This design comes from an exercise in tuning for small area on the open sky130 flow, not from production work.
In this exercise RTL edits were held to simulation tests only and were not proved equivalent to the original.
In runs 5 to 8 the design's own scripts or RTL, not TritonCTS, make the clock network.
The flow treats the clock pin as an ideal source. Dropping or thinning the clock tree relies on that and would not hold on a real chip.
Power and IR drop assume default switching activity.

==> design/flow/config.mk <==
export PLATFORM = sky130hd
export DESIGN_NAME = fdi_core
export DESIGN_NICKNAME = fdi_core
export VERILOG_FILES = /design/flow/design.v
export SDC_FILE = /design/flow/constraint.sdc
export NUM_CORES = 4
export LEC_CHECK = 0
export CAP_MARGIN = 20
export CORE_MARGIN = 2
export CORE_UTILIZATION = 40
export SLEW_MARGIN = 20
==> design/flow/constraint.sdc <==
create_clock -name core_clock -period 8.0 [get_ports {clk}]
set_input_delay 1.6000 -clock core_clock [delete_from_list [all_inputs] [get_ports {clk}]]
set_output_delay 1.6000 -clock core_clock [all_outputs]
set_load 0.01 [all_outputs]
==> design/flow/design.v <==
`timescale 1 ns / 1 ps
module fdi_core
(
  input  wire         clk,
  input  wire         aresetn,
  input  wire [15:0]  tx_cfg_i,
  input  wire         dac_locked_i,
  input  wire         dac_valid_i,
  output wire         tx_flag_o,
  output wire         dac_rst_o,
  output wire [13:0]  dac_dat_a_o,
  output wire [13:0]  dac_dat_b_o,
  input  wire [13:0]  adc_dat_a_i,
  input  wire         adc_valid_i,
  output wire         daq_done_o,
  output wire [15:0]  bram_addr_o,
  output wire [15:0]  bram_wrdata_o,
  output wire         bram_we_o
);
  wire       rst   = ~aresetn;
  wire       srst  = tx_cfg_i[15];
  wire       en    = tx_cfg_i[14];
  wire [2:0] ord   = tx_cfg_i[13:11];
  wire [2:0] rep_i = tx_cfg_i[10:8];
  wire [7:0] sel   = tx_cfg_i[7:0];
  reg       en_last;
  reg       pos;
  reg       busy;
  reg       div_clk;
  reg [7:0] cnt;
  reg [2:0] rep_cnt;
  reg [12:0] p;
  wire match = (cnt == sel);
  always @(posedge clk) begin
    if (rst) begin
      cnt     <= 8'd1;
      div_clk <= 1'b0;
    end else begin
      cnt     <= match ? 8'd1 : cnt + 8'd1;
      div_clk <= match;
    end
  end
  reg tap;
  always @* begin
    case (ord)
      3'd0: tap = p[1];
      3'd1: tap = p[1];
      3'd2: tap = p[2] ^ p[3] ^ p[4];
      3'd3: tap = p[4];
      3'd4: tap = p[3];
      3'd5: tap = p[2];
      3'd6: tap = p[6] ^ p[8] ^ p[11];
      default: tap = p[9] ^ p[10] ^ p[12];
    endcase
  end
  wire fb = ~(p[0] ^ tap);
  wire [7:0] ins = 8'd1 << ord;                
  wire [12:0] p_shift = {1'b0, p[12:1]} | ({13{fb}} & {ins, 5'd0});
  wire zero  = (p == 13'd0);                   
  wire shift = pos & div_clk;
  wire last  = (rep_cnt == rep_i);
  wire wrap  = div_clk & busy & zero;          
  wire term  = wrap & last;                    
  always @(posedge clk) begin
    if (rst) begin
      en_last <= 1'b0;
      pos     <= 1'b0;
    end else begin
      en_last <= en;
      if (srst)
        pos <= 1'b0;
      else if (~en_last & en)
        pos <= 1'b1;
      else if (term)
        pos <= 1'b0;
    end
  end
  always @(posedge clk) begin
    if (rst | srst) begin
      busy    <= 1'b0;
      p       <= 13'd0;
      rep_cnt <= 3'd1;
    end else if (shift) begin
      busy <= ~term;
      p    <= p_shift;
      if (wrap)
        rep_cnt <= last ? 3'd1 : rep_cnt + 3'd1;
    end
  end
  assign tx_flag_o = busy;
  wire dac_ok = dac_locked_i & dac_valid_i;
  reg  dac_rst_r, dac_a_hi, dac_a_lo, dac_b_hi;
  always @(posedge clk) begin
    dac_rst_r <= ~dac_ok;
    dac_a_hi  <= dac_ok & ~(busy & p[1]);
    dac_a_lo  <= dac_ok & busy;
    dac_b_hi  <= dac_ok & ~busy;
  end
  assign dac_rst_o   = dac_rst_r;
  assign dac_dat_a_o = {dac_a_hi, 1'b0, {12{dac_a_lo}}};
  assign dac_dat_b_o = {dac_b_hi, 1'b0, {12{~dac_rst_r}}};
  reg [13:0] adc_r;
  always @(posedge clk)
    adc_r <= adc_dat_a_i;
  reg        trig;
  reg        done;
  reg        done_r;
  reg [16:0] r;
  localparam [16:0] R_END = 17'h00408;    
  wire idle = ~trig & ~done;
  wire r_end;
  always @(posedge clk) begin
    if (rst) begin
      trig   <= 1'b0;
      done   <= 1'b0;
      done_r <= 1'b0;
    end else begin
      done_r <= done;
      if (idle & tx_flag_o)
        trig <= 1'b1;
      else if (trig & r_end) begin
        trig <= 1'b0;
        done <= 1'b1;
      end else if (done & ~tx_flag_o)
        done <= 1'b0;
    end
  end
  always @(posedge clk)
    r <= trig ? {r[15:0], r[16] ^ r[13]} : 17'd1;
  assign r_end = (r == R_END);
  reg [15:0] addr;
  reg [15:0] wdata;
  reg        we;
  always @(posedge clk) begin
    if (rst | idle)
      addr <= 16'd0;
    else if (adc_valid_i)
      addr <= addr + 16'd1;
  end
  always @(posedge clk) begin
    we    <= trig & adc_valid_i;
    wdata <= ~(trig & adc_valid_i) ? 16'd0 :
             tx_flag_o ? {{3{adc_r[13]}}, ~adc_r[12:0]} : 16'h7FFF;
  end
  assign daq_done_o    = done_r;
  assign bram_addr_o   = addr;
  assign bram_wrdata_o = wdata;
  assign bram_we_o     = we;
endmodule
==> design/flow/flow/run.sh <==
#!/bin/bash
# Standard layout, with the ports buffered by the smallest buffer cell and a
# clock tree without dummy load cells.
set -euo pipefail
bash standard.sh \
  BUFFER_PORTS_ARGS="-buffer_cell sky130_fd_sc_hd__buf_1" \
  CTS_ARGS="-sink_clustering_enable -repair_clock_nets -dont_use_dummy_load -buf_list sky130_fd_sc_hd__clkbuf_8 -sink_clustering_size 40 -sink_clustering_max_diameter 300 -sink_buffer_max_cap_derate 1.0" \
  finish > make_finish.log 2>&1
==> design/flow/standard.sh <==
#!/bin/bash
# synth_recipe.tcl (not shown) runs the flow's synth.tcl, then flattens the netlist and writes it again
# the make line also repeats each setting of config.mk as NAME=value (left out here)
make -C /OpenROAD-flow-scripts/flow DESIGN_CONFIG=/design/flow/config.mk WORK_HOME=/design/flow/orfs CLKGATE_MAP_FILE= SYNTH_SCRIPT=/design/flow/synth_recipe.tcl "${@:-finish}"
==> summary.txt, run 1 <==
Outcome: no timing/DRC/antenna violations
Clock sink count: 98
Met2 wire len: 3190 um
Critical Path Max Stage Delay: 0.91 ns
Buffers & Inverters on Critical Path: 1
Yosys cell types: 39
ANT cells: 0
GRT Resource Usage Total: 0.145
Top layer in use: met4
Non-Filler Instances: 555
Final hold violation count: 0
Routed wl met3: 276 um
CP arrival: 1.46 ns
Syn Area/Cell: 9.77 um2
Setup TNS: 0 ns
Final WS setup: 4.94 ns
Crit Path Max Fanout: 23
Relative slew slack: 0.401
Final ANT Viol Nets: 0
Synth Flop Type: dfxtp_1
Port Buffer Count: 96
NumNets Final: 485
Inserted Clock Buffers: 9
Sequential share of the synthesized area: 0.531
EDFF count, synth: 0
Ys async rst share: 0
R2R depth: 5
Hold slack: 0.390 ns
DRC viols: 0
Hold path depth: 1
CP cell instances: buf_1
WL/cell: 12.4 um
Wl on met1: 3270 um
Yosys reg bits: 98
Pwr dens: 191 nW/um2
TritonCTS clock tree: done
Crit end category: primary output
Pins Over Slew Limit: 0
Tcrit/Tclk final: 0.382
Total iterations of the first detailed-routing run: 4
Highest achievable clock rate: 0.327 GHz
CP Data Required Time: 6.40 ns
Count of final setup violators: 0
# hold bufs at CTS: 0
Crit path kind: reg2out
Crit-path slowest cell: dfxtp_1
Vias in the first global route: 2511
Post-CTS resize count: 0
Layout overhead on the synthesized area: 10.1%
H-tree depth: 3
Crit path launch type: flip-flop
Site Rows: 35
Die Ht: 100 um
Setup Skew: 0.0357 ns
Routed wire length: 6910 um
Hpwl dp: 5000 um
Starting density of the core: 0.405
Minimum clock period: 3.06 ns
Clock tree buffer depth: 2
Leakage power: 0.00147 uW
Clock-pin slew of the registers on the worst-case setup and hold paths: 0.11 ns
Yosys warns: 1
Worst slack, placed: 4.98 ns
Share of post-route cells with drive strength above 1: 0.0293
Crit path depth: 1
Max_cap viols: 0
Initial DRC Count: 54
Placed Cells: 546
Core area: 9110 um2
Placed cell area: 3940 um2
Gpl congestion: 0.861
Peak supply drop: 0.0746 mV
Global-route wire length before repair: 11600 um
IO Pins: 99
Mapped cell area: 3690 um2
Root Driver: clkbuf_8
HP Class: reg2reg
Tightest Pin Transition: 0.898 ns
Cell area after layout: 4070 um2
RSZ-0062 raised after global routing: no
Initial antenna violation count: 0
Area of the die: 10000 um2
Clk Latency, worst-skew pair: 0.36 ns
Vias post-DR: 2673
Vias per inst: 4.82
Largest net degree at the start of global routing: 24
Grt ovf: 0
Gate count after technology mapping: 378
Post-CTS Setup Bufs: 0
Die extent in x: 100 um
CP delay by family, top: flip-flops
==> state kept, by name, summed over array words and instances (netlist names), 3 cells and up <==
| register | cells |
|---|---|
| r | 17 |
| rep_cnt | 3 |
| p | 13 |
| cnt | 8 |
| wdata | 15 |
| adc_r | 14 |
| addr | 16 |
==> per-stage QoR <==
stage	power (uW)	util
floorplan	532	-
global placement	540	0.432
detailed placement	542	0.433
CTS	787	0.446
global route	809	0.446
finish	775	0.446
==> cell usage in the layout, fill, tap and decap left out, types with 2 or more instances in the layout <==
cell type   n
inv_1       9
nand2_1    24
ha_1        4
clkbuf_8    9
conb_1      2
a21oi_1    24
and4_1      2
xor2_1     27
buf_1      96
nor4b_1     2
nand2b_1    4
nand4_1    10
o32ai_1     3
or2b_1      2
and2_1     19
o22ai_1     4
xnor2_1    13
nand3_1    17
nor4_1      6
nor2_1     36
and3_1      8
dfxtp_1    98
o21ai_0     2
mux2i_1     8
==> synth_stat cells (3+ instances only) <==
| library cell | n | area share |
|---|---|---|
| a21oi_1 | 24 | 0.033 |
| and2_1 | 19 | 0.032 |
| and3_1 | 8 | 0.014 |
| buf_4 | 28 | 0.057 |
| clkbuf_1 | 10 | 0.010 |
| dfxtp_1 | 98 | 0.53 |
| ha_1 | 4 | 0.014 |
| inv_1 | 9 | 0.0091 |
| mux2i_1 | 8 | 0.022 |
| nand2_1 | 24 | 0.024 |
| nand2b_1 | 4 | 0.0068 |
| nand3_1 | 17 | 0.023 |
| nand4_1 | 10 | 0.017 |
| nor2_1 | 36 | 0.037 |
| nor4_1 | 6 | 0.010 |
| o22ai_1 | 4 | 0.0068 |
| o32ai_1 | 3 | 0.0071 |
| xnor2_1 | 13 | 0.031 |
| xor2_1 | 27 | 0.064 |
==> power by group <==
part / leakage, uW / internal [uW] / switching (uW)
clock: 0.0000647 / 101 / 144
sequential: 0.000797 / 495 / 4.93
combinational: 0.000610 / 12.6 / 17.7
==> logic make-up after synthesis <==
| group | share of synthesized area |
|---|---|
| and+or+nand+nor | 0.197 |
| DFF | 0.531 |
| buffers and inverters | 0.0789 |
| xor gates and xnor gates | 0.0949 |
| AOI/OAI and AO/OA | 0.0620 |
| muxes | 0.0217 |
| adders and majority gates | 0.0136 |
| other | 0.00102 |
==> worst paths after layout <==
kind / start / endpoint / slack, ns
max reg2reg: busy$_SDFFE_PP0P_ / rep_cnt[2]$_SDFFE_PP0P_ / 5.77
min reg2reg: adc_r[4]$_DFF_P_ / wdata[4]$_SDFF_PN0_ / 0.39
min: adc_r[4]$_DFF_P_ / wdata[4]$_SDFF_PN0_ / 0.39
max: busy$_SDFFE_PP0P_ / tx_flag_o / 4.94
==> cell type report <==
class                   instances  area, um2
clock buffers                   9        124
well taps                     111        139
fillers                       888       5040
flip-flops and latches         98       1960
inverters                       9       33.8
multi-input cells             232       1450
repair buffers                 96        360
==> routing by layer <==
metal / up-vias / track usage
li1: 1369 / -
met1: 1221 / 0.186
met2: 69 / 0.230
met3: 14 / 0.0369
met4: 0 / 0.0643
met5: - / 0
==> run 2, diff against run 1 <==
==> design/flow/flow/run.sh (replaced) <==
#!/bin/bash
# Standard layout, with the ports buffered by the smallest buffer cell and a
# clock tree without dummy load cells.
set -euo pipefail
bash standard.sh \
  BUFFER_PORTS_ARGS="-buffer_cell sky130_fd_sc_hd__buf_1" \
  CTS_ARGS="-sink_clustering_enable -repair_clock_nets -dont_use_dummy_load -buf_list sky130_fd_sc_hd__clkbuf_16 -sink_clustering_size 50 -sink_clustering_max_diameter 300 -sink_buffer_max_cap_derate 1.0" \
  finish > make_finish.log 2>&1
==> summary.txt, run 2 <==
CP arrival: 1.44 ns
Layout overhead on the synthesized area: 12.8%
Tcrit/Tclk final: 0.379
Area of the multi-input gates: 1450 um2
GRT Resource Usage Total: 0.143
CP cell instances: buf_1
Starting density of the core: 0.405
# hold bufs at CTS: 0
Critical R2R Launch: busy$_SDFFE_PP0P_
Clock tree buffer depth: 2
Area of the die: 10000 um2
Final ANT Viol Nets: 0
Clock sink count: 98
Synth cell count leaders: dfxtp_1, nor2_1, buf_4, xor2_1
Reg with most FFs: r
Most common cell after layout, fill and taps aside: dfxtp_1
Worst slack, placed: 4.98 ns
Inserted Clock Buffers: 9
Total iterations of the first detailed-routing run: 4
Port Buffer Count: 96
Final hold violation count: 0
Crit path launch type: flip-flop
Site Rows: 35
HP Class: reg2reg
RSZ-0062 raised after global routing: no
Outcome: no timing/DRC/antenna violations
Vias per inst: 4.81
Gate count after technology mapping: 378
Setup TNS: 0 ns
Setup Skew: 0.0200 ns
Core area: 9110 um2
Yosys warns: 1
Crit end category: primary output
Layout filler cell count: 875
IO Pins: 99
Yosys cell types: 39
Vias in the first global route: 2533
Largest register FFs: 17
Tightest Pin Transition: 0.892 ns
NumNets Final: 485
Yosys reg bits: 98
Synth Flop Type: dfxtp_1
Count leader, synth: dfxtp_1
Sequential share of the synthesized area: 0.531
Max_cap viols: 0
Synth area leader: dfxtp_1
Yosys top cell area share: 0.531
Hold_sp: adc_r[2]$_DFF_P_
ANT cells: 0
Clock-pin slew of the registers on the worst-case setup and hold paths: 0.06 ns
CP Data Required Time: 6.40 ns
Grt ovf: 0
Mapped cell area: 3690 um2
Hpwl dp: 5000 um
Synth area leaders: dfxtp_1, xor2_1, buf_4, nor2_1, a21oi_1
Die extent in x: 100 um
Gpl congestion: 0.861
Minimum clock period: 3.04 ns
Crit path kind: reg2out
Count of final setup violators: 0
Leakage power: 0.00152 uW
Relative slew slack: 0.404
Pins Over Slew Limit: 0
Initial antenna violation count: 0
CP delay by family, top: flip-flops
Pwr dens: 212 nW/um2
Share of post-route cells with drive strength above 1: 0.0293
RR Endpoint: rep_cnt[2]$_SDFFE_PP0P_
Hold path depth: 1
Post-CTS Setup Bufs: 0
Die Ht: 100 um
H-tree depth: 3
Crit Path Max Fanout: 23
R2R depth: 5
Final WS setup: 4.96 ns
Syn Area/Cell: 9.77 um2
Largest registers: r: 17 flops, addr: 16 flops, wdata: 15 flops
Sequential standard cell area: 1960 um2
Flop-to-flop setup slack: 5.76 ns
Routed wire length: 6960 um
Vias post-DR: 2670
DRC viols: 0
Hold Crit Endpoint: wdata[2]$_SDFF_PN0_
Crit-path slowest cell: dfxtp_1
Final core utilization: 0.458
Initial DRC Count: 81
Critical Path Max Stage Delay: 0.90 ns
Buffers & Inverters on Critical Path: 1
Global-route wire length before repair: 11600 um
Highest achievable clock rate: 0.329 GHz
TritonCTS clock tree: done
Largest net degree at the start of global routing: 24
Clk Latency, worst-skew pair: 0.33 ns
Peak supply drop: 0.112 mV
Root Driver: clkbuf_16
WL/cell: 12.5 um
Post-CTS resize count: 0
Most frequent cells in the layout: dfxtp_1, buf_1, nor2_1
EDFF count, synth: 0
Tot Pwr: 883 uW
Hold slack: 0.400 ns
Ys async rst share: 0
==> run 2: area by class of cell <==
cell class                      instances  share of cell area
Clock buffer                            9              0.0540
Inverter                                9             0.00811
Multi-Input combinational cell        232               0.347
Timing Repair Buffer                   96              0.0865
Tap cell                              111              0.0333
Sequential cell                        98               0.471
==> run 2: cells by family (layout without fill, tap and decap cells) <==
logic type,Yosys count,after routing,share of synthesized area
xor gates and xnor gates,40,40,0.0949
DFF,98,98,0.531
adders and majority gates,4,4,0.0136
AOI/OAI and AO/OA,39,39,0.0620
muxes,8,8,0.0217
buffers and inverters,49,114,0.0789
and+or+nand+nor,139,139,0.197
other,1,2,0.00102
==> run 2: how the worst max path moves through the flow <==
stage                           start            endpoint  slack, ns  cells after the start
global route        busy$_SDFFE_PP0P_           tx_flag_o       4.87                      1
global placement              aresetn  p[12]$_SDFFE_PP0P_       5.07                      4
detailed placement            aresetn  p[12]$_SDFFE_PP0P_       4.98                      4
finish              busy$_SDFFE_PP0P_           tx_flag_o       4.96                      1
CTS                 busy$_SDFFE_PP0P_           tx_flag_o       4.93                      1
floorplan                tx_cfg_i[11]   p[7]$_SDFFE_PP0P_       5.33                      5
==> run 2: per-stage QoR <==
stage | instance area (um2) | std cells
global route | 4170 | 555
floorplan | 3700 | 379
finish | 4170 | 555
CTS | 4170 | 555
global placement | 3940 | 546
detailed placement | 3940 | 546
==> run 2: metal layers <==
metal / vias to the layer above / GRT usage / part of all wire
li1: 1367 / - / -
met1: 1213 / 0.184 / 0.47
met2: 77 / 0.234 / 0.47
met3: 13 / 0.0286 / 0.042
met4: 0 / 0.0643 / 0.022
met5: - / 0 / 0
==> run 2: report_power, final <==
group | switching, uW | leakage (uW) | internal [uW]
clock network | 154 | 0.000111 | 198
logic | 17.8 | 0.000610 | 12.6
registers | 4.96 | 0.000797 | 495
total | 177 | 0.00152 | 706
==> run 2: worst reg2reg max path: cells and delay by family (launching register included) <==
kind	cells	cell delay [ns]
and+or+nand+nor	4	0.95
DFF	1	0.90
AOI/OAI and AO/OA	1	0.28
==> run 3, diff against run 2 <==
--- a/design/flow/design.v
+++ b/design/flow/design.v
@@ -89,16 +89,15 @@
   end
   assign tx_flag_o = busy;
   wire dac_ok = dac_locked_i & dac_valid_i;
-  reg  dac_rst_r, dac_a_hi, dac_a_lo, dac_b_hi;
+  reg  dac_rst_r, dac_a_hi, busy_d;
   always @(posedge clk) begin
     dac_rst_r <= ~dac_ok;
     dac_a_hi  <= dac_ok & ~(busy & p[1]);
-    dac_a_lo  <= dac_ok & busy;
-    dac_b_hi  <= dac_ok & ~busy;
+    busy_d    <= busy;
   end
   assign dac_rst_o   = dac_rst_r;
-  assign dac_dat_a_o = {dac_a_hi, 1'b0, {12{dac_a_lo}}};
-  assign dac_dat_b_o = {dac_b_hi, 1'b0, {12{~dac_rst_r}}};
+  assign dac_dat_a_o = {dac_a_hi, 1'b0, {12{~dac_rst_r & busy_d}}};
+  assign dac_dat_b_o = {~dac_rst_r & ~busy_d, 1'b0, {12{~dac_rst_r}}};
   reg [13:0] adc_r;
   always @(posedge clk)
     adc_r <= adc_dat_a_i;
==> design/flow/flow/run.sh (replaced) <==
#!/bin/bash
# Layout flow: the standard synthesis, then an area-oriented re-mapping of
# the combinational logic between the unchanged flip-flops (same instances,
# names and cell type), then the standard ORFS layout with the ports buffered
# by the smallest buffer and a clock tree without dummy load cells.
set -euo pipefail
WORK=$(pwd)
PLAT=$FLOW_HOME/platforms/sky130hd
LIB=$PLAT/lib/sky130_fd_sc_hd__tt_025C_1v80.lib
RES=$WORK/orfs/results/sky130hd/fdi_core/base
YOSYS=$(command -v yosys || echo "$FLOW_HOME/../tools/install/yosys/bin/yosys")

KNOBS=(
  BUFFER_PORTS_ARGS="-buffer_cell sky130_fd_sc_hd__buf_1"
  CTS_ARGS="-sink_clustering_enable -repair_clock_nets -dont_use_dummy_load"
)

# 1. standard synthesis
bash standard.sh "${KNOBS[@]}" synth > make_synth.log 2>&1
cp "$RES/1_2_yosys.v" "$WORK/std_netlist.v"

# 2. re-map the combinational logic for area
DONT_USE=$(sed -n '/DONT_USE_CELLS += /,/^#/p' "$PLAT/config.mk" | grep -oE 'sky130_fd_sc_hd__[a-z0-9_]+' | sed 's/^/-dont_use /' | tr '\n' ' ')
cat > "$WORK/reopt.ys" <<EOS
read_liberty -ignore_miss_func $LIB
blackbox sky130_fd_sc_hd__dfxtp_1
read_verilog $WORK/std_netlist.v
hierarchy -top $FLOW_TOP
flatten
opt -purge
abc -liberty $LIB $DONT_USE -script $WORK/flow/area.abc
read_liberty -lib -ignore_redef $LIB
opt_clean -purge
splitnets
opt_clean -purge
hilomap -singleton -hicell sky130_fd_sc_hd__conb_1 HI -locell sky130_fd_sc_hd__conb_1 LO
insbuf -buf sky130_fd_sc_hd__buf_4 A X
stat -liberty $LIB
check -assert -mapped
write_verilog -nohex -nodec $WORK/reopt_netlist.v
EOS
"$YOSYS" -s "$WORK/reopt.ys" > yosys_reopt.log 2>&1

# the flip-flops must be exactly those of the standard synthesis
diff <(grep -E '^\s*sky130_fd_sc_hd__df' "$WORK/std_netlist.v" | sort) \
     <(grep -E '^\s*sky130_fd_sc_hd__df' "$WORK/reopt_netlist.v" | sort) > ff_diff.log

cp "$WORK/reopt_netlist.v" "$RES/1_2_yosys.v"
rm -f "$RES/1_synth.odb"

# 3. layout
bash standard.sh "${KNOBS[@]}" finish > make_finish.log 2>&1
==> design/flow/flow/area.abc (new file) <==
strash
dc2
strash
&get -n
&deepsyn -T 60
&dch -f
&nf -a
&put
topo
==> summary.txt, run 3 <==
Outcome: no timing/DRC/antenna violations
Hold slack: 0.407 ns
Clk pwr share: 0.316
Tcrit/Tclk final: 0.403
Mapped cell area: 3510 um2
Starting density of the core: 0.408
Grt ovf: 0
DRC viols: 0
Leakage power: 0.00138 uW
Clock tree buffer depth: 2
Peak supply drop: 0.108 mV
Die extent in x: 97.6 um
Most common cell after layout, fill and taps aside: dfxtp_1
Post-CTS resize count: 0
Final hold violation count: 0
Pwr dens: 200 nW/um2
Crit path kind: in2reg
GRT Resource Usage Total: 0.137
Sequential Power Share: 0.650
Post-CTS Setup Bufs: 0
Clock-pin slew of the registers on the worst-case setup and hold paths: 0.09 ns
Relative slew slack: 0.388
Root Driver: clkbuf_8
Clk Latency, worst-skew pair: 0.35 ns
Die Ht: 97.6 um
Initial DRC Count: 89
CP Data Required Time: 8.20 ns
NumNets Final: 445
RSZ-0062 raised after global routing: no
Crit path launch type: input pin
Cell area after layout: 3800 um2
Flop-to-flop setup slack: 5.82 ns
Sw Pwr: 158 uW
Port Buffer Count: 96
Inserted Clock Buffers: 9
Total iterations of the first detailed-routing run: 4
HP Class: reg2reg
Gate count after technology mapping: 347
Most frequent cells in the layout: dfxtp_1, buf_1, a21oi_1
Crit Path Max Fanout: 5
Setup Skew: 0.0285 ns
IO Pins: 99
ANT cells: 0
Routed wire length: 6350 um
Layout overhead on the synthesized area: 8.24%
H-tree depth: 3
Placed cell area: 3670 um2
Pins Over Slew Limit: 0
Vias post-DR: 2469
Site Rows: 34
Largest net degree at the start of global routing: 22
Reg with most FFs: r
Area of the die: 9530 um2
Global-route wire length before repair: 10600 um
Initial antenna violation count: 0
Max_cap viols: 0
Core area: 8590 um2
Hpwl dp: 4560 um
Tightest Pin Transition: 0.918 ns
Setup TNS: 0 ns
Largest register FFs: 17
Highest achievable clock rate: 0.310 GHz
Switching Fraction: 0.208
# hold bufs at CTS: 0
CP arrival: 3.42 ns
Final ANT Viol Nets: 0
Share of post-route cells with drive strength above 1: 0.0270
Gpl congestion: 0.782
Syn Area/Cell: 10.1 um2
Count of final setup violators: 0
Yosys warns: 1
Final core utilization: 0.442
Vias in the first global route: 2277
Gate power share: 0.034
Minimum clock period: 3.22 ns
Pint: 601 uW
WL/cell: 12.3 um
Clock sink count: 97
Largest registers: r: 17 flops, addr: 16 flops, wdata: 15 flops
TritonCTS clock tree: done
Vias per inst: 4.78
Crit end category: flip-flop
Tot Pwr: 759 uW
==> run 3: worst max-delay path, stage by stage <==
cell	delay [ns]
buf_1	0.17
and4_1	0.28
and4_1	0.28
and3_1	0.26
and4_1	0.29
and3_1	0.28
and3_1	0.21
nor3_1	0.05
==> run 3: metal layers <==
| layer | vias up | part of all wire | track usage |
|---|---|---|---|
| met5 | - | 0 | 0 |
| met4 | 0 | 0.0077 | 0.0321 |
| met3 | 5 | 0.053 | 0.0597 |
| met2 | 65 | 0.47 | 0.216 |
| met1 | 1140 | 0.47 | 0.173 |
| li1 | 1259 | - | - |
==> run 3: power by group through the flow <==
stage,Combinational (uW),Sequential (uW),Clock (uW)
after floorplan,19.0,504,0
after global placement,25.6,504,0
after detailed placement,26.1,505,0
after CTS,26.1,493,253
after global routing,29.0,494,273
final,25.9,493,240
==> run 3: layout make-up <==
type,count,area [um2]
fill,874,4800
sequential,97,1940
multi-input combinational,192,1180
timing repair buffer,97,368
tap,108,135
clock buffer,9,124
inverter,13,48.8
==> run 3: path summary, 6_finish.rpt <==
| path | from | to | cells past startpoint |
|---|---|---|---|
| worst max-delay path | adc_valid_i | addr[14]$_SDFFE_PP0P_ | 8 |
| worst max register to register | addr[0]$_SDFFE_PP0P_ | addr[14]$_SDFFE_PP0P_ | 7 |
| worst min register to register | adc_r[0]$_DFF_P_ | wdata[0]$_SDFF_PN0_ | 1 |
| worst min-delay path | adc_r[0]$_DFF_P_ | wdata[0]$_SDFF_PN0_ | 1 |
==> run 3: metrics by stage <==
step                std cells  worst slack (ns)
CTS                       516              4.80
global route              516              4.62
detailed placement        507              4.41
finish                    516              4.78
floorplan                 348              4.78
global placement          507              4.45
==> run 4, diff against run 3 <==
--- a/design/flow/design.v
+++ b/design/flow/design.v
@@ -101,31 +101,32 @@
   reg [13:0] adc_r;
   always @(posedge clk)
     adc_r <= adc_dat_a_i;
-  reg        trig;
+  reg        ntrig;
   reg        done;
   reg        done_r;
   reg [16:0] r;
-  localparam [16:0] R_END = 17'h00408;    
-  wire idle = ~trig & ~done;
+  localparam [16:0] R_END = 17'h15402;    
+  wire trig = ~ntrig;
+  wire idle = ntrig & ~done;
   wire r_end;
   always @(posedge clk) begin
     if (rst) begin
-      trig   <= 1'b0;
+      ntrig  <= 1'b1;
       done   <= 1'b0;
       done_r <= 1'b0;
     end else begin
       done_r <= done;
       if (idle & tx_flag_o)
-        trig <= 1'b1;
+        ntrig <= 1'b0;
       else if (trig & r_end) begin
-        trig <= 1'b0;
-        done <= 1'b1;
+        ntrig <= 1'b1;
+        done  <= 1'b1;
       end else if (done & ~tx_flag_o)
-        done <= 1'b0;
+        done  <= 1'b0;
     end
   end
   always @(posedge clk)
-    r <= trig ? {r[15:0], r[16] ^ r[13]} : 17'd1;
+    r <= ntrig ? 17'd0 : {~r[15:0], ~(r[16] ^ r[13])};
   assign r_end = (r == R_END);
   reg [15:0] addr;
   reg [15:0] wdata;
==> design/flow/flow/run.sh (replaced) <==
#!/bin/bash
# Layout flow: the standard synthesis, then an area-oriented re-mapping of
# the combinational logic between the unchanged flip-flops (same instances,
# names and cell type; the smallest of a few ABC scripts is kept), then the
# standard ORFS layout with the ports buffered by the smallest buffer and a
# clock tree without dummy load cells.
set -euo pipefail
WORK=$(pwd)
PLAT=$FLOW_HOME/platforms/sky130hd
LIB=$PLAT/lib/sky130_fd_sc_hd__tt_025C_1v80.lib
RES=$WORK/orfs/results/sky130hd/fdi_core/base
YOSYS=$(command -v yosys || echo "$FLOW_HOME/../tools/install/yosys/bin/yosys")

KNOBS=(
  BUFFER_PORTS_ARGS="-buffer_cell sky130_fd_sc_hd__buf_1"
  CTS_ARGS="-sink_clustering_enable -repair_clock_nets -dont_use_dummy_load"
)

# 1. standard synthesis
bash standard.sh "${KNOBS[@]}" synth > make_synth.log 2>&1
cp "$RES/1_2_yosys.v" "$WORK/std_netlist.v"

# 2. re-map the combinational logic for area
DONT_USE=$(sed -n '/DONT_USE_CELLS += /,/^#/p' "$PLAT/config.mk" | grep -oE 'sky130_fd_sc_hd__[a-z0-9_]+' | sed 's/^/-dont_use /' | tr '\n' ' ')
best=""; best_area=""
for s in "$WORK"/flow/area*.abc; do
  n=$(basename "$s" .abc)
  cat > "$WORK/reopt_$n.ys" <<EOS
read_liberty -ignore_miss_func $LIB
blackbox sky130_fd_sc_hd__dfxtp_1
read_verilog $WORK/std_netlist.v
hierarchy -top $FLOW_TOP
flatten
opt -purge
abc -liberty $LIB $DONT_USE -script $s
read_liberty -lib -ignore_redef $LIB
opt_clean -purge
splitnets
opt_clean -purge
hilomap -singleton -hicell sky130_fd_sc_hd__conb_1 HI -locell sky130_fd_sc_hd__conb_1 LO
insbuf -buf sky130_fd_sc_hd__buf_4 A X
tee -o $WORK/reopt_$n.stat stat -liberty $LIB
check -assert -mapped
write_verilog -nohex -nodec $WORK/reopt_$n.v
EOS
  if "$YOSYS" -s "$WORK/reopt_$n.ys" > "yosys_reopt_$n.log" 2>&1; then
    a=$(grep -oE "Chip area for module .*: [0-9.]+" "$WORK/reopt_$n.stat" | grep -oE "[0-9.]+$")
    echo "$n $a" >> reopt_areas.log
    if [[ -z "$best" ]] || awk "BEGIN{exit !($a < $best_area)}"; then best=$n; best_area=$a; fi
  fi
done
echo "chosen $best $best_area" >> reopt_areas.log

# the flip-flops must be exactly those of the standard synthesis
diff <(grep -E '^\s*sky130_fd_sc_hd__df' "$WORK/std_netlist.v" | sort) \
     <(grep -E '^\s*sky130_fd_sc_hd__df' "$WORK/reopt_$best.v" | sort) > ff_diff.log

cp "$WORK/reopt_$best.v" "$RES/1_2_yosys.v"
rm -f "$RES/1_synth.odb"

# 3. layout
bash standard.sh "${KNOBS[@]}" finish > make_finish.log 2>&1
==> design/flow/flow/area1.abc (new file) <==
strash
dc2
strash
&get -n
&deepsyn -T 30
&dch -f
&nf -a
&put
topo
==> design/flow/flow/area2.abc (new file) <==
strash
dc2
strash
&get -n
&deepsyn -T 30
&dch -f
&nf -a -R 1000
&put
topo
==> design/flow/flow/area3.abc (new file) <==
strash
dc2
strash
&get -n
&deepsyn -T 30 -S 7
&dch -f
&nf -a -R 1000
&put
topo
removed: design/flow/flow/area.abc
==> summary.txt, run 4 <==
Clock-pin slew of the registers on the worst-case setup and hold paths: 0.08 ns
Initial antenna violation count: 0
Die extent in x: 96.9 um
Inserted Clock Buffers: 9
Area of the die: 9380 um2
Tcrit/Tclk final: 0.458
Post-CTS resize count: 0
Vias post-DR: 2426
Total iterations of the first detailed-routing run: 4
Outcome: no timing/DRC/antenna violations
Vias per inst: 4.73
Layout overhead on the synthesized area: 8.27%
Most frequent cells in the layout: dfxtp_1, buf_1, nor2_1
Post-CTS Setup Bufs: 0
Core area: 8300 um2
Grt ovf: 0
Peak supply drop: 0.0830 mV
Share of post-route cells with drive strength above 1: 0.0270
Initial DRC Count: 81
Largest register FFs: 17
Reg with most FFs: r
Port Buffer Count: 96
Final hold violation count: 0
Crit path launch type: input pin
Crit Path Max Fanout: 4
Worst slack, placed: 3.97 ns
Clk Latency, worst-skew pair: 0.34 ns
Largest net degree at the start of global routing: 21
Routed wire length: 6250 um
WL/cell: 12.2 um
Largest registers: r: 17 flops, addr: 16 flops, wdata: 15 flops
Pwr dens: 203 nW/um2
GRT Resource Usage Total: 0.136
Count of final setup violators: 0
Relative slew slack: 0.448
Clock tree buffer depth: 2
Hpwl dp: 4460 um
Hold path depth: 1
Gpl congestion: 0.829
HP Class: reg2reg
Syn Area/Cell: 9.94 um2
Setup Skew: 0.0236 ns
Starting density of the core: 0.416
Pins Over Slew Limit: 0
IO Pins: 99
Global-route wire length before repair: 10500 um
Setup TNS: 0 ns
H-tree depth: 3
Final ANT Viol Nets: 0
Clock sink count: 97
Max_cap viols: 0
Minimum clock period: 3.66 ns
NumNets Final: 445
Final WS setup: 4.34 ns
TritonCTS clock tree: done
Mapped cell area: 3450 um2
Vias in the first global route: 2352
Yosys warns: 1
Tightest Pin Transition: 0.825 ns
Crit end category: flip-flop
CP arrival: 3.86 ns
CP Data Required Time: 8.20 ns
Most common cell after layout, fill and taps aside: dfxtp_1
Crit path kind: in2reg
Highest achievable clock rate: 0.273 GHz
Leakage power: 0.00142 uW
R2R depth: 10
ANT cells: 0
Site Rows: 33
Cell area after layout: 3730 um2
RSZ-0062 raised after global routing: no
DRC viols: 0
Root Driver: clkbuf_8
Gate count after technology mapping: 347
Die Ht: 96.9 um
# hold bufs at CTS: 0
Placed cell area: 3600 um2
run 4: changes by cell type in the layout (fill, tap and decap cells not counted), moves of 3 or more:
cell / before / now
a221o_1: 4 / 1
and2_0: 19 / 5
clkinv_1: 13 / 9
nor2_1: 26 / 38
nor2b_1: 1 / 4
nor3b_1: 4 / 1
o21ai_0: 3 / 8
run 4: report_power, final:
group          internal, uW  switching, uW
Combinational          11.5           15.5
Clock                   101            137
Sequential              489           3.81
run 4: stage by stage:
step	power, uW	std cells	utilization	hold WS, ns
2_1_floorplan	523	348	-	0.371
6_report	758	513	0.450	0.378
3_3_place_gp	530	503	0.434	0.383
3_5_place_dp	531	503	0.434	0.381
4_1_cts	774	512	0.449	0.384
5_1_grt	795	513	0.450	0.408
run 4: cell type report:
class,count,area [um2]
inverters,9,33.8
repair buffers,97,368
fillers,834,4560
clock buffers,9,124
flip-flops and latches,97,1940
well taps,105,131
multi-input cells,196,1140
run 4: layer usage:
metal	track usage	vias up	share of wire
li1	-	1248	-
met1	0.166	1091	0.47
met2	0.226	79	0.46
met3	0.0397	8	0.052
met4	0.0531	0	0.015
met5	0	-	0
run 4: path summary, 6_finish.rpt:
path,slack [ns],endpoint,start
hold reg to reg,0.38,r[10]$_SDFF_PP0_,r[9]$_SDFF_PP0_
setup reg to reg,5.40,addr[15]$_SDFFE_PP0P_,addr[0]$_SDFFE_PP0P_
hold / removal,0.38,r[10]$_SDFF_PP0_,r[9]$_SDFF_PP0_
setup / recovery,4.34,addr[15]$_SDFFE_PP0P_,adc_valid_i
run 4: worst max-delay path, stage by stage:
cell    delay, ns
buf_1        0.17
and3_1       0.25
and3_1       0.25
and3_1       0.22
and3_1       0.24
and3_1       0.21
and2_0       0.25
and3_1       0.23
and2_0       0.23
and3_1       0.18
nor3_1       0.04
==> run 5, diff against run 4 <==
--- a/design/flow/flow/run.sh
+++ b/design/flow/flow/run.sh
@@ -2,8 +2,8 @@
 # Layout flow: the standard synthesis, then an area-oriented re-mapping of
 # the combinational logic between the unchanged flip-flops (same instances,
 # names and cell type; the smallest of a few ABC scripts is kept), then the
-# standard ORFS layout with the ports buffered by the smallest buffer and a
-# clock tree without dummy load cells.
+# standard ORFS layout with the ports buffered by the smallest buffer and the
+# clock tree rebuilt with fewer buffers (flow/clocktree.tcl).
 set -euo pipefail
 WORK=$(pwd)
 PLAT=$FLOW_HOME/platforms/sky130hd
@@ -14,6 +14,10 @@
 KNOBS=(
   BUFFER_PORTS_ARGS="-buffer_cell sky130_fd_sc_hd__buf_1"
   CTS_ARGS="-sink_clustering_enable -repair_clock_nets -dont_use_dummy_load"
+  POST_CTS_TCL="$(pwd)/flow/clocktree.tcl"
+  CLK_LEAVES=5
+  CLK_LEAF_CELL=sky130_fd_sc_hd__clkbuf_8
+  CLK_ROOT_CELL=sky130_fd_sc_hd__clkbuf_8
 )
 
 # 1. standard synthesis
==> design/flow/flow/clocktree.tcl (new file) <==
# Replace the clock tree that CTS built with a smaller one: the clock port
# drives one root buffer (or the leaf buffers directly), which drives
# CLK_LEAVES leaf buffers, each feeding one cluster of flip-flops (k-means on
# the flip-flop locations).
set nleaf [expr {[info exists ::env(CLK_LEAVES)] ? $::env(CLK_LEAVES) : 4}]
set leaf_cell [expr {[info exists ::env(CLK_LEAF_CELL)] ? $::env(CLK_LEAF_CELL) : "sky130_fd_sc_hd__clkbuf_8"}]
set root_cell [expr {[info exists ::env(CLK_ROOT_CELL)] ? $::env(CLK_ROOT_CELL) : ""}]

set db [ord::get_db]
set block [ord::get_db_block]
set clk_net [[$block findBTerm clk] getNet]

# flip-flop clock pins
set sinks {}
foreach inst [$block getInsts] {
  if {[string match "sky130_fd_sc_hd__df*" [[$inst getMaster] getName]]} {
    lappend sinks [$inst findITerm CLK]
  }
}

# remove the CTS buffers and their nets
foreach inst [$block getInsts] {
  set m [[$inst getMaster] getName]
  if {[string match "sky130_fd_sc_hd__clkbuf*" $m] && [string match "clkbuf_*" [$inst getName]]} {
    odb::dbInst_destroy $inst
  }
}
foreach net [$block getNets] {
  if {$net ne $clk_net && [$net getSigType] eq "CLOCK" && [llength [$net getITerms]] == 0} {
    odb::dbNet_destroy $net
  }
}
foreach it $sinks { $it disconnect }

# k-means clusters of the flip-flops
set pts {}
foreach it $sinks {
  set b [[$it getInst] getBBox]
  lappend pts [list [expr {([$b xMin] + [$b xMax]) / 2}] [expr {([$b yMin] + [$b yMax]) / 2}]]
}
set n [llength $pts]
set sorted [lsort -integer -index 0 $pts]
set cent {}
for {set k 0} {$k < $nleaf} {incr k} {
  lappend cent [lindex $sorted [expr {int(($k + 0.5) * $n / $nleaf)}]]
}
for {set iter 0} {$iter < 50} {incr iter} {
  set assign {}
  foreach p $pts {
    set best 0; set bd 1e30
    for {set k 0} {$k < $nleaf} {incr k} {
      set c [lindex $cent $k]
      set d [expr {abs([lindex $p 0] - [lindex $c 0]) + abs([lindex $p 1] - [lindex $c 1])}]
      if {$d < $bd} { set bd $d; set best $k }
    }
    lappend assign $best
  }
  set newc {}
  for {set k 0} {$k < $nleaf} {incr k} {
    set sx 0; set sy 0; set cnt 0
    foreach p $pts a $assign {
      if {$a == $k} { set sx [expr {$sx + [lindex $p 0]}]; set sy [expr {$sy + [lindex $p 1]}]; incr cnt }
    }
    if {$cnt > 0} { lappend newc [list [expr {$sx / $cnt}] [expr {$sy / $cnt}]] } else { lappend newc [lindex $cent $k] }
  }
  set cent $newc
}

# build the tree
set drv_net $clk_net
if {$root_cell ne ""} {
  set sx 0; set sy 0
  foreach c $cent { set sx [expr {$sx + [lindex $c 0]}]; set sy [expr {$sy + [lindex $c 1]}] }
  set root [odb::dbInst_create $block [$db findMaster $root_cell] clkroot]
  $root setLocation [expr {int($sx / $nleaf)}] [expr {int($sy / $nleaf)}]
  $root setPlacementStatus PLACED
  [$root findITerm A] connect $clk_net
  set drv_net [odb::dbNet_create $block clknet_root]
  $drv_net setSigType CLOCK
  [$root findITerm X] connect $drv_net
}
for {set k 0} {$k < $nleaf} {incr k} {
  set c [lindex $cent $k]
  set buf [odb::dbInst_create $block [$db findMaster $leaf_cell] clkleaf_$k]
  $buf setLocation [lindex $c 0] [lindex $c 1]
  $buf setPlacementStatus PLACED
  [$buf findITerm A] connect $drv_net
  set net [odb::dbNet_create $block clknet_leaf_$k]
  $net setSigType CLOCK
  [$buf findITerm X] connect $net
  set cnt 0
  foreach it $sinks a $assign {
    if {$a == $k} { $it connect $net; incr cnt }
  }
  puts "clock leaf $k: $cnt flip-flops"
}

detailed_placement
check_placement -verbose
estimate_parasitics -placement
report_clock_skew
report_check_types -max_slew -max_capacitance -violators
==> summary.txt, run 5 <==
Outcome: no timing/DRC/antenna violations
Final hold violation count: 0
Site Rows: 33
Critical R2R Launch: addr[0]$_SDFFE_PP0P_
Highest achievable clock rate: 0.275 GHz
Clk pwr share: 0.279
Sequential Power Share: 0.684
IO Pins: 99
Setup TNS: 0 ns
Sw Pwr: 152 uW
Largest register FFs: 17
Hpwl dp: 4460 um
Relative slew slack: 0.461
R2R depth: 10
Worst path most repeated cell: and3_1
RR Endpoint: addr[15]$_SDFFE_PP0P_
Mapped cell area: 3450 um2
Gpl congestion: 0.829
Tcrit/Tclk final: 0.455
Critical Path Max Stage Delay: 0.25 ns
Peak supply drop: 0.127 mV
Clock sink count: 97
CP Data Required Time: 8.22 ns
Minimum clock period: 3.64 ns
Gate power share: 0.037
Vias post-DR: 2412
Most frequent cells in the layout: dfxtp_1, buf_1, nor2_1
Yosys warns: 1
HP Class: reg2reg
Tightest Pin Transition: 0.808 ns
Clk Latency, worst-skew pair: 0.35 ns
Grt ovf: 0
Routed wire length: 6190 um
Vias in the first global route: 2325
Setup crit end: addr[15]$_SDFFE_PP0P_
Final ANT Viol Nets: 0
ANT cells: 0
Tot Pwr: 722 uW
Syn Area/Cell: 9.94 um2
Crit end category: flip-flop
Share of post-route cells with drive strength above 1: 0.0198
Core area: 8300 um2
Final WS setup: 4.36 ns
WL/cell: 12.1 um
Largest net degree at the start of global routing: 24
Clock-pin slew of the registers on the worst-case setup and hold paths: 0.12 ns
Gate count after technology mapping: 347
Setup Skew: 0.0197 ns
CP cell instances: buf_1 -> and3_1 -> and3_1 -> and3_1 -> and3_1 -> and3_1 -> and2_0 -> and3_1 -> and2_0 -> and3_1 -> nor3_1
Leakage power: 0.00139 uW
Total iterations of the first detailed-routing run: 4
Worst Setup SP: adc_valid_i
Crit path launch type: input pin
Global-route wire length before repair: 10500 um
Crit Path Max Fanout: 4
Flop-to-flop setup slack: 5.41 ns
Port Buffer Count: 96
Layout filler cell count: 835
Most common cell after layout, fill and taps aside: dfxtp_1
Die Ht: 96.9 um
GRT Resource Usage Total: 0.130
DRC viols: 0
Hold path depth: 1
Largest registers: r: 17 flops, addr: 16 flops, wdata: 15 flops
Starting density of the core: 0.416
Pins Over Slew Limit: 0
NumNets Final: 450
Reg with most FFs: r
CP arrival: 3.86 ns
Count of final setup violators: 0
Pwr dens: 195 nW/um2
Layout overhead on the synthesized area: 7.07%
Switching Fraction: 0.210
Initial antenna violation count: 0
Worst slack, placed: 3.97 ns
Crit-path slowest cell: and3_1
Pint: 570 uW
Crit path kind: in2reg
Max_cap viols: 0
Area of the die: 9380 um2
Die extent in x: 96.9 um
Vias per inst: 4.73
Initial DRC Count: 93
RSZ-0062 raised after global routing: no
## run 5: worst min path at each step
stage,from,to,slack (ns)
floorplan,r[9]$_SDFF_PP0_,r[10]$_SDFF_PP0_,0.37
global placement,r[10]$_SDFF_PP0_,r[11]$_SDFF_PP0_,0.38
detailed placement,r[9]$_SDFF_PP0_,r[10]$_SDFF_PP0_,0.38
global route,r[9]$_SDFF_PP0_,r[10]$_SDFF_PP0_,0.40
finish,r[9]$_SDFF_PP0_,r[10]$_SDFF_PP0_,0.37
## run 5: power by group through the flow
stage / clock network [uW] / logic (uW) / registers (uW)
2_1_floorplan: 0 / 19.6 / 504
3_3_place_gp: 0 / 26.2 / 504
3_5_place_dp: 0 / 26.8 / 504
5_1_grt: 234 / 30.4 / 494
6_report: 201 / 27.0 / 493
## run 5: through the flow
stage,cell area (um2),hold WS [ns],utilization,instances
finish,3690,0.367,0.445,510
global placement,3600,0.383,0.434,503
detailed placement,3600,0.381,0.434,503
global route,3690,0.399,0.445,510
floorplan,3450,0.371,-,348
## run 5: final cells by class
class | instances | area [um2] | share of cell area
plain buffers | 6 | 82.6 | 0.0224
well taps | 105 | 131 | 0.0356
inverters | 9 | 33.8 | 0.00915
flip-flops and latches | 97 | 1940 | 0.526
repair buffers | 97 | 368 | 0.0996
multi-input cells | 196 | 1140 | 0.308
## run 5: worst max-delay path, delay by kind of cell
family / cells / cell delay (ns)
AND/OR/NAND/NOR: 10 / 2.10
buffers and inverters: 1 / 0.17
## run 5: routing by layer
layer | up-vias | track usage | wire, um
met5 | - | 0 | 0
li1 | 1240 | - | -
met2 | 78 | 0.222 | 2840
met3 | 9 | 0.0311 | 363
met1 | 1085 | 0.167 | 2910
met4 | 0 | 0.0282 | 87
==> run 6, diff against run 5 <==
--- a/design/flow/flow/run.sh
+++ b/design/flow/flow/run.sh
@@ -15,9 +15,9 @@
   BUFFER_PORTS_ARGS="-buffer_cell sky130_fd_sc_hd__buf_1"
   CTS_ARGS="-sink_clustering_enable -repair_clock_nets -dont_use_dummy_load"
   POST_CTS_TCL="$(pwd)/flow/clocktree.tcl"
-  CLK_LEAVES=5
-  CLK_LEAF_CELL=sky130_fd_sc_hd__clkbuf_8
-  CLK_ROOT_CELL=sky130_fd_sc_hd__clkbuf_8
+  CLK_LEAVES=6
+  CLK_LEAF_CELL=sky130_fd_sc_hd__inv_8
+  CLK_ROOT_CELL=sky130_fd_sc_hd__inv_6
 )
 
 # 1. standard synthesis
--- a/design/flow/flow/clocktree.tcl
+++ b/design/flow/flow/clocktree.tcl
@@ -7,6 +7,14 @@
 set root_cell [expr {[info exists ::env(CLK_ROOT_CELL)] ? $::env(CLK_ROOT_CELL) : ""}]
 
 set db [ord::get_db]
+
+proc pin_of {inst dir} {
+  foreach it [$inst getITerms] {
+    if {$dir eq "in" && [$it isInputSignal]} { return $it }
+    if {$dir eq "out" && [$it isOutputSignal]} { return $it }
+  }
+  error "no $dir pin on [$inst getName]"
+}
 set block [ord::get_db_block]
 set clk_net [[$block findBTerm clk] getNet]
 
@@ -66,6 +74,41 @@
   set cent $newc
 }
 
+# balance: assign each flip-flop to the nearest centre with room left, the
+# flip-flops with the most to lose first
+set cap [expr {($n + $nleaf - 1) / $nleaf}]
+set order {}
+set i 0
+foreach p $pts {
+  set ds {}
+  foreach c $cent { lappend ds [expr {abs([lindex $p 0] - [lindex $c 0]) + abs([lindex $p 1] - [lindex $c 1])}] }
+  set s [lsort -real $ds]
+  lappend order [list $i [expr {[lindex $s 1] - [lindex $s 0]}] $ds]
+  incr i
+}
+set room {}
+for {set k 0} {$k < $nleaf} {incr k} { lappend room $cap }
+set assign [lrepeat $n 0]
+foreach o [lsort -real -decreasing -index 1 $order] {
+  set ds [lindex $o 2]
+  set best -1; set bd 1e30
+  for {set k 0} {$k < $nleaf} {incr k} {
+    if {[lindex $room $k] > 0 && [lindex $ds $k] < $bd} { set bd [lindex $ds $k]; set best $k }
+  }
+  lset assign [lindex $o 0] $best
+  lset room $best [expr {[lindex $room $best] - 1}]
+}
+# centre of each balanced cluster
+set newc {}
+for {set k 0} {$k < $nleaf} {incr k} {
+  set sx 0; set sy 0; set cnt 0
+  foreach p $pts a $assign {
+    if {$a == $k} { set sx [expr {$sx + [lindex $p 0]}]; set sy [expr {$sy + [lindex $p 1]}]; incr cnt }
+  }
+  lappend newc [list [expr {$sx / $cnt}] [expr {$sy / $cnt}]]
+}
+set cent $newc
+
 # build the tree
 set drv_net $clk_net
 if {$root_cell ne ""} {
@@ -74,20 +117,20 @@
   set root [odb::dbInst_create $block [$db findMaster $root_cell] clkroot]
   $root setLocation [expr {int($sx / $nleaf)}] [expr {int($sy / $nleaf)}]
   $root setPlacementStatus PLACED
-  [$root findITerm A] connect $clk_net
+  [pin_of $root in] connect $clk_net
   set drv_net [odb::dbNet_create $block clknet_root]
   $drv_net setSigType CLOCK
-  [$root findITerm X] connect $drv_net
+  [pin_of $root out] connect $drv_net
 }
 for {set k 0} {$k < $nleaf} {incr k} {
   set c [lindex $cent $k]
   set buf [odb::dbInst_create $block [$db findMaster $leaf_cell] clkleaf_$k]
   $buf setLocation [lindex $c 0] [lindex $c 1]
   $buf setPlacementStatus PLACED
-  [$buf findITerm A] connect $drv_net
+  [pin_of $buf in] connect $drv_net
   set net [odb::dbNet_create $block clknet_leaf_$k]
   $net setSigType CLOCK
-  [$buf findITerm X] connect $net
+  [pin_of $buf out] connect $net
   set cnt 0
   foreach it $sinks a $assign {
     if {$a == $k} { $it connect $net; incr cnt }
==> summary.txt, run 6 <==
Outcome: no timing/DRC/antenna violations
WL/cell: 12.2 um
Hold path depth: 1
Crit path launch type: input pin
Clk Latency, worst-skew pair: 0.20 ns
Final core utilization: 0.444
CP Data Required Time: 8.06 ns
Initial DRC Count: 89
Setup Skew: 0.00777 ns
Layout filler cell count: 840
Largest net degree at the start of global routing: 21
Most frequent cells in the layout: dfxtp_1, buf_1, nor2_1
Grt ovf: 0
Pins Over Slew Limit: 0
DRC viols: 0
Vias in the first global route: 2346
Syn Area/Cell: 9.94 um2
Count of final setup violators: 0
Hpwl dp: 4460 um
ANT cells: 0
Gate count after technology mapping: 347
Initial antenna violation count: 0
Tightest Pin Transition: 0.826 ns
Reg with most FFs: r
Hold Crit Endpoint: r[10]$_SDFF_PP0_
Largest register FFs: 17
HP Class: reg2reg
Crit end category: flip-flop
RR Endpoint: addr[15]$_SDFFE_PP0P_
Setup TNS: 0 ns
Port Buffer Count: 96
Share of post-route cells with drive strength above 1: 0.0222
Routed wire length: 6220 um
Flop-to-flop setup slack: 5.38 ns
Final hold violation count: 0
Pwr dens: 195 nW/um2
Global-route wire length before repair: 10500 um
Largest registers: r: 17 flops, addr: 16 flops, wdata: 15 flops
Crit Path Max Fanout: 4
Die extent in x: 96.9 um
Tot Pwr: 719 uW
Hold_sp: r[9]$_SDFF_PP0_
Peak supply drop: 0.0914 mV
Critical R2R Launch: addr[0]$_SDFFE_PP0P_
Crit path kind: in2reg
Clock-pin slew of the registers on the worst-case setup and hold paths: 0.08 ns
RSZ-0062 raised after global routing: no
Gpl congestion: 0.829
Vias post-DR: 2431
Most common cell after layout, fill and taps aside: dfxtp_1
IO Pins: 99
Max_cap viols: 0
Final ANT Viol Nets: 0
Vias per inst: 4.76
Tcrit/Tclk final: 0.476
NumNets Final: 451
Mapped cell area: 3450 um2
Site Rows: 33
Leakage power: 0.00139 uW
Clock sink count: 97
Hold slack: 0.397 ns
Layout overhead on the synthesized area: 6.89%
Highest achievable clock rate: 0.263 GHz
R2R depth: 10
Total iterations of the first detailed-routing run: 4
CP arrival: 3.86 ns
Minimum clock period: 3.81 ns
Relative slew slack: 0.447
Yosys warns: 1
Starting density of the core: 0.416
Core area: 8300 um2
GRT Resource Usage Total: 0.130
Area of the die: 9380 um2
Die Ht: 96.9 um
## run 6: changes by cell type in the layout (fill, tap and decap cells not counted), sizes merged
| cell | before | now |
|---|---|---|
| clkbuf | 6 | 0 |
| inv | 0 | 7 |
## run 6: power by group
part	internal [uW]	switching, uW	leakage (uW)	total [uW]
registers	489	3.81	0.000788	493
clock network	29.5	170	0.0000408	199
logic	11.5	15.5	0.000563	27.0
total	530	189	0.00139	719
## run 6: cell type report
type | instances | area [um2] | share of cell area
flip-flops and latches | 97 | 1940 | 0.527
well taps | 105 | 131 | 0.0356
inverters | 16 | 110 | 0.0299
multi-input cells | 196 | 1140 | 0.308
repair buffers | 97 | 368 | 0.0998
## run 6: through the flow
stage	instances	worst slack [ns]	instance area, um2
3_3_place_gp	503	4.08	3600
2_1_floorplan	348	4.37	3450
6_report	511	4.19	3690
5_1_grt	511	3.97	3690
3_5_place_dp	503	3.97	3600
## run 6: worst max path at each step
stage / startpoint / endpoint / depth (start not counted)
after floorplan: adc_valid_i / addr[15]$_SDFFE_PP0P_ / 10
after global placement: adc_valid_i / addr[15]$_SDFFE_PP0P_ / 11
after detailed placement: adc_valid_i / addr[15]$_SDFFE_PP0P_ / 11
after global routing: adc_valid_i / addr[15]$_SDFFE_PP0P_ / 11
final: adc_valid_i / addr[15]$_SDFFE_PP0P_ / 11
## run 6: layer usage
metal  global-route usage  up-vias  wire length (um)
met5                    0        -                 0
met4               0.0325        0                98
met3               0.0289        8               321
met2                0.227       78              2900
met1                0.164     1098              2900
li1                     -     1247                 -
## run 6: critical path, cell delays in order
cell    delay [ns]
buf_1         0.17
and3_1        0.25
and3_1        0.25
and3_1        0.22
and3_1        0.24
and3_1        0.21
and2_0        0.25
and3_1        0.23
and2_0        0.23
and3_1        0.18
nor3_1        0.04
==> run 7, diff against run 6 <==
--- a/design/flow/flow/run.sh
+++ b/design/flow/flow/run.sh
@@ -15,9 +15,9 @@
   BUFFER_PORTS_ARGS="-buffer_cell sky130_fd_sc_hd__buf_1"
   CTS_ARGS="-sink_clustering_enable -repair_clock_nets -dont_use_dummy_load"
   POST_CTS_TCL="$(pwd)/flow/clocktree.tcl"
-  CLK_LEAVES=6
+  CLK_LEAVES=4
   CLK_LEAF_CELL=sky130_fd_sc_hd__inv_8
-  CLK_ROOT_CELL=sky130_fd_sc_hd__inv_6
+  CLK_ROOT_CELL=sky130_fd_sc_hd__inv_4
 )
 
 # 1. standard synthesis
==> summary.txt, run 7 <==
HP Class: reg2reg
Routed wire length: 6260 um
Reg with most FFs: r
Hpwl dp: 4460 um
Share of post-route cells with drive strength above 1: 0.0173
Leakage power: 0.00138 uW
Count of final setup violators: 0
ANT cells: 0
Pint: 522 uW
Crit path depth: 11
Clock-pin slew of the registers on the worst-case setup and hold paths: 0.12 ns
CP cell instances: buf_1 -> and3_1 -> and3_1 -> and3_1 -> and3_1 -> and3_1 -> and2_0 -> and3_1 -> and2_0 -> and3_1 -> nor3_1
Setup Skew: 0.0174 ns
Site Rows: 33
Crit path kind: in2reg
Routed wl met3: 335 um
Gate count after technology mapping: 347
Port Buffer Count: 96
Final ANT Viol Nets: 0
Grt ovf: 0
Flop-to-flop setup slack: 5.38 ns
Starting density of the core: 0.416
Most frequent cells in the layout: dfxtp_1, buf_1, nor2_1
Gate power share: 0.039
Vias in the first global route: 2327
Placed cell area: 3600 um2
Most common cell after layout, fill and taps aside: dfxtp_1
Sequential standard cell area: 1940 um2
CP delay by family, top: simple AND/OR/NAND/NOR gates
Global-route wire length before repair: 10500 um
CP arrival: 3.86 ns
Switching Fraction: 0.251
Total iterations of the first detailed-routing run: 4
Largest register FFs: 17
Largest registers: r: 17 flops, addr: 16 flops, wdata: 15 flops
Final hold violation count: 0
Die extent in x: 96.9 um
Largest net degree at the start of global routing: 26
Max_cap viols: 0
Area of the die: 9380 um2
Mapped cell area: 3450 um2
Clk pwr share: 0.252
Sequential Power Share: 0.709
IO Pins: 99
Wl on met1: 2980 um
Crit end category: flip-flop
Peak supply drop: 0.120 mV
Clock sink count: 97
Final WS setup: 4.23 ns
Area of the multi-input gates: 1140 um2
Setup TNS: 0 ns
Pins Over Slew Limit: 0
NumNets Final: 449
RR Endpoint: addr[15]$_SDFFE_PP0P_
Met2 wire len: 2850 um
Worst slack, placed: 3.97 ns
Outcome: no timing/DRC/antenna violations
Minimum clock period: 3.77 ns
Core area: 8300 um2
Crit Path Max Fanout: 4
Hold Crit Endpoint: r[10]$_SDFF_PP0_
Layout overhead on the synthesized area: 6.17%
Top layer in use: met4
Relative slew slack: 0.447
Crit-path slowest cell: and3_1
R2R depth: 10
Layout filler cell count: 840
RSZ-0062 raised after global routing: no
Cell area after layout: 3660 um2
Hold slack: 0.396 ns
Critical R2R Launch: addr[0]$_SDFFE_PP0P_
Syn Area/Cell: 9.94 um2
Pwr dens: 190 nW/um2
Tightest Pin Transition: 0.826 ns
Vias post-DR: 2423
Vias per inst: 4.76
Initial DRC Count: 84
WL/cell: 12.3 um
CP Data Required Time: 8.09 ns
Hold path depth: 1
Gpl congestion: 0.829
Initial antenna violation count: 0
Highest achievable clock rate: 0.265 GHz
Tcrit/Tclk final: 0.471
Crit path launch type: input pin
Yosys warns: 1
Worst path most repeated cell: and3_1
Clk Latency, worst-skew pair: 0.23 ns
Sw Pwr: 175 uW
Buffers & Inverters on Critical Path: 1
Hold_sp: r[9]$_SDFF_PP0_
Die Ht: 96.9 um
GRT Resource Usage Total: 0.130
Critical Path Max Stage Delay: 0.25 ns
DRC viols: 0
## run 7: changes by cell type in the layout (fill, tap and decap cells not counted), sizes merged
cell / previous run / this run
inv: 7 / 5
## run 7: worst max path at each step
stage	slack [ns]	end	from
after floorplan	4.37	addr[15]$_SDFFE_PP0P_	adc_valid_i
after global placement	4.08	addr[15]$_SDFFE_PP0P_	adc_valid_i
after detailed placement	3.97	addr[15]$_SDFFE_PP0P_	adc_valid_i
after global routing	4.00	addr[15]$_SDFFE_PP0P_	adc_valid_i
final	4.23	addr[15]$_SDFFE_PP0P_	adc_valid_i
## run 7: final cells by class
| class | count | share of cell area |
|---|---|---|
| Timing Repair Buffer | 97 | 0.100 |
| Multi-Input combinational cell | 196 | 0.310 |
| Sequential cell | 97 | 0.530 |
| Inverter | 14 | 0.0232 |
| Tap cell | 105 | 0.0359 |
## run 7: routing by layer
metal  track usage  up-vias
met5             0        -
met4        0.0271        0
met3        0.0267        8
met2         0.226       76
met1         0.166     1100
li1              -     1239
## run 7: power by group through the flow
stage,Combinational (uW),Sequential [uW],Clock [uW]
2_1_floorplan,19.6,504,0
3_3_place_gp,26.2,504,0
3_5_place_dp,26.8,504,0
5_1_grt,30.4,495,205
6_report,27.0,494,176
## run 7: per-stage QoR
step / total power, uW / utilization / cells
3_3_place_gp: 530 / 0.434 / 503
6_report: 696 / 0.441 / 509
5_1_grt: 730 / 0.441 / 509
3_5_place_dp: 531 / 0.434 / 503
2_1_floorplan: 523 / - / 348
==> run 8, diff against run 7 <==
--- a/design/flow/flow/run.sh
+++ b/design/flow/flow/run.sh
@@ -15,7 +15,7 @@
   BUFFER_PORTS_ARGS="-buffer_cell sky130_fd_sc_hd__buf_1"
   CTS_ARGS="-sink_clustering_enable -repair_clock_nets -dont_use_dummy_load"
   POST_CTS_TCL="$(pwd)/flow/clocktree.tcl"
-  CLK_LEAVES=4
+  CLK_LEAVES=5
   CLK_LEAF_CELL=sky130_fd_sc_hd__inv_8
   CLK_ROOT_CELL=sky130_fd_sc_hd__inv_4
 )
==> summary.txt, run 8 <==
Syn Area/Cell: 9.94 um2
Peak supply drop: 0.116 mV
Grt ovf: 0
Clk Latency, worst-skew pair: 0.24 ns
Port Buffer Count: 96
Flop-to-flop setup slack: 5.38 ns
Final core utilization: 0.443
Reg with most FFs: r
Relative slew slack: 0.450
Die Ht: 96.9 um
Crit end category: flip-flop
Setup Skew: 0.0123 ns
Tcrit/Tclk final: 0.471
Setup TNS: 0 ns
DRC viols: 0
Crit path kind: in2reg
Layout overhead on the synthesized area: 6.49%
Largest register FFs: 17
Pins Over Slew Limit: 0
Most common cell after layout, fill and taps aside: dfxtp_1
R2R depth: 10
Pwr dens: 193 nW/um2
Vias post-DR: 2416
Leakage power: 0.00139 uW
Outcome: no timing/DRC/antenna violations
RR Endpoint: addr[15]$_SDFFE_PP0P_
Global-route wire length before repair: 10500 um
Max_cap viols: 0
NumNets Final: 450
Mapped cell area: 3450 um2
WL/cell: 12.2 um
Count of final setup violators: 0
CP Data Required Time: 8.10 ns
Hpwl dp: 4460 um
Minimum clock period: 3.77 ns
Share of post-route cells with drive strength above 1: 0.0198
Tightest Pin Transition: 0.821 ns
Core area: 8300 um2
RSZ-0062 raised after global routing: no
Initial DRC Count: 71
CP arrival: 3.87 ns
Vias in the first global route: 2330
ANT cells: 0
Gpl congestion: 0.829
Hold path depth: 1
Highest achievable clock rate: 0.265 GHz
Clock sink count: 97
Vias per inst: 4.74
Clock-pin slew of the registers on the worst-case setup and hold paths: 0.09 ns
Total iterations of the first detailed-routing run: 4
GRT Resource Usage Total: 0.130
Yosys warns: 1
Starting density of the core: 0.416
Die extent in x: 96.9 um
Crit path launch type: input pin
Hold slack: 0.391 ns
HP Class: reg2reg
Crit Path Max Fanout: 4
Area of the die: 9380 um2
Hold Crit Endpoint: r[10]$_SDFF_PP0_
Final hold violation count: 0
Hold_sp: r[9]$_SDFF_PP0_
Gate count after technology mapping: 347
Most frequent cells in the layout: dfxtp_1, buf_1, nor2_1
Initial antenna violation count: 0
Site Rows: 33
Largest registers: r: 17 flops, addr: 16 flops, wdata: 15 flops
IO Pins: 99
Critical R2R Launch: addr[0]$_SDFFE_PP0P_
Largest net degree at the start of global routing: 21
Layout filler cell count: 838
Final ANT Viol Nets: 0
Routed wire length: 6230 um
## run 8: through the flow
step | instances | worst slack [ns] | power, uW | area, um2
3_5_place_dp | 503 | 3.97 | 531 | 3600
3_3_place_gp | 503 | 4.08 | 530 | 3600
2_1_floorplan | 348 | 4.37 | 523 | 3450
5_1_grt | 510 | 4.02 | 742 | 3670
6_report | 510 | 4.23 | 708 | 3670
## run 8: worst max-delay path by stage
stage / from / end / slack (ns) / cells past startpoint
after floorplan: adc_valid_i / addr[15]$_SDFFE_PP0P_ / 4.37 / 10
after global placement: adc_valid_i / addr[15]$_SDFFE_PP0P_ / 4.08 / 11
after detailed placement: adc_valid_i / addr[15]$_SDFFE_PP0P_ / 3.97 / 11
after global routing: adc_valid_i / addr[15]$_SDFFE_PP0P_ / 4.02 / 11
final: adc_valid_i / addr[15]$_SDFFE_PP0P_ / 4.23 / 11
## run 8: final cells by class
| cell class | count | area, um2 | share of cell area |
|---|---|---|---|
| Sequential cell | 97 | 1940 | 0.529 |
| Multi-Input combinational cell | 196 | 1140 | 0.309 |
| Timing Repair Buffer | 97 | 368 | 0.100 |
| Tap cell | 105 | 131 | 0.0358 |
| Inverter | 15 | 96.3 | 0.0262 |
## run 8: routing by layer
layer / GRT usage / part of all wire / vias to the layer above
met4: 0.0249 / 0.015 / 0
met1: 0.168 / 0.47 / 1090
met2: 0.223 / 0.45 / 75
li1: - / - / 1243
met5: 0 / 0 / -
met3: 0.0303 / 0.057 / 8
## run 8: power by group
part	internal (uW)	switching [uW]
registers	490	3.84
logic	11.5	15.5
clock network	23.9	163
## run 8: critical path: stages
cell and delay [ns]:
buf_1 0.17, and3_1 0.25, and3_1 0.25, and3_1 0.22, and3_1 0.24, and3_1 0.21, and2_0 0.25, and3_1 0.23
and2_0 0.23, and3_1 0.18, nor3_1 0.04

## afterwards: timing with drivers on the ports
The flow's constraints put no driver on any port. The routed layouts listed below were extracted and timed again, unchanged, in two steps. Step 1, drivers: a clkbuf_16 drives clk and a buf_2 each remaining input, both assumed. Step 2 also shifts input and output timing later by t, the mid clock arrival at the registers, as if the neighbouring blocks saw the same clock. a / b / c = ideal / step 1 / step 2; a / b = the first two.
| run | shift t [ns] | slack for setup (ns) | worst hold slack (ns) | worst data-port slew with drivers (ns) | cell pins on the clock port's net |
|---|---|---|---|---|---|
| run 1 | 0.374 | 4.942 / 4.910 / 4.954 | 0.390 / 0.390 / 0.390 | 0.04 | 1 |
| run 2 | 0.358 | 4.965 / 4.927 / 4.944 | 0.400 / 0.400 / 0.400 | 0.04 | 1 |
| run 3 | 0.367 | 4.778 / 4.773 / 4.406 | 0.407 / 0.407 / 0.407 | 0.04 | 1 |
| run 4 | 0.361 | 4.339 / 4.352 / 3.991 | 0.378 / 0.378 / 0.378 | 0.05 | 1 |
| run 5 | 0.369 | 4.361 / 4.370 / 4.001 | 0.367 / 0.367 / 0.367 | 0.05 | 1 |
| run 6 | 0.235 | 4.194 / 4.216 / 3.980 | 0.397 / 0.397 / 0.397 | 0.05 | 1 |
| run 7 | 0.256 | 4.230 / 4.245 / 3.990 | 0.396 / 0.396 / 0.396 | 0.05 | 1 |
| run 8 | 0.271 | 4.233 / 4.247 / 3.977 | 0.391 / 0.391 / 0.391 | 0.05 | 1 |
After both steps setup and hold are still met in every run listed. The setup slack of run 3, which loses most, moves by -0.005 ns with the drivers and by -0.372 ns with both steps.
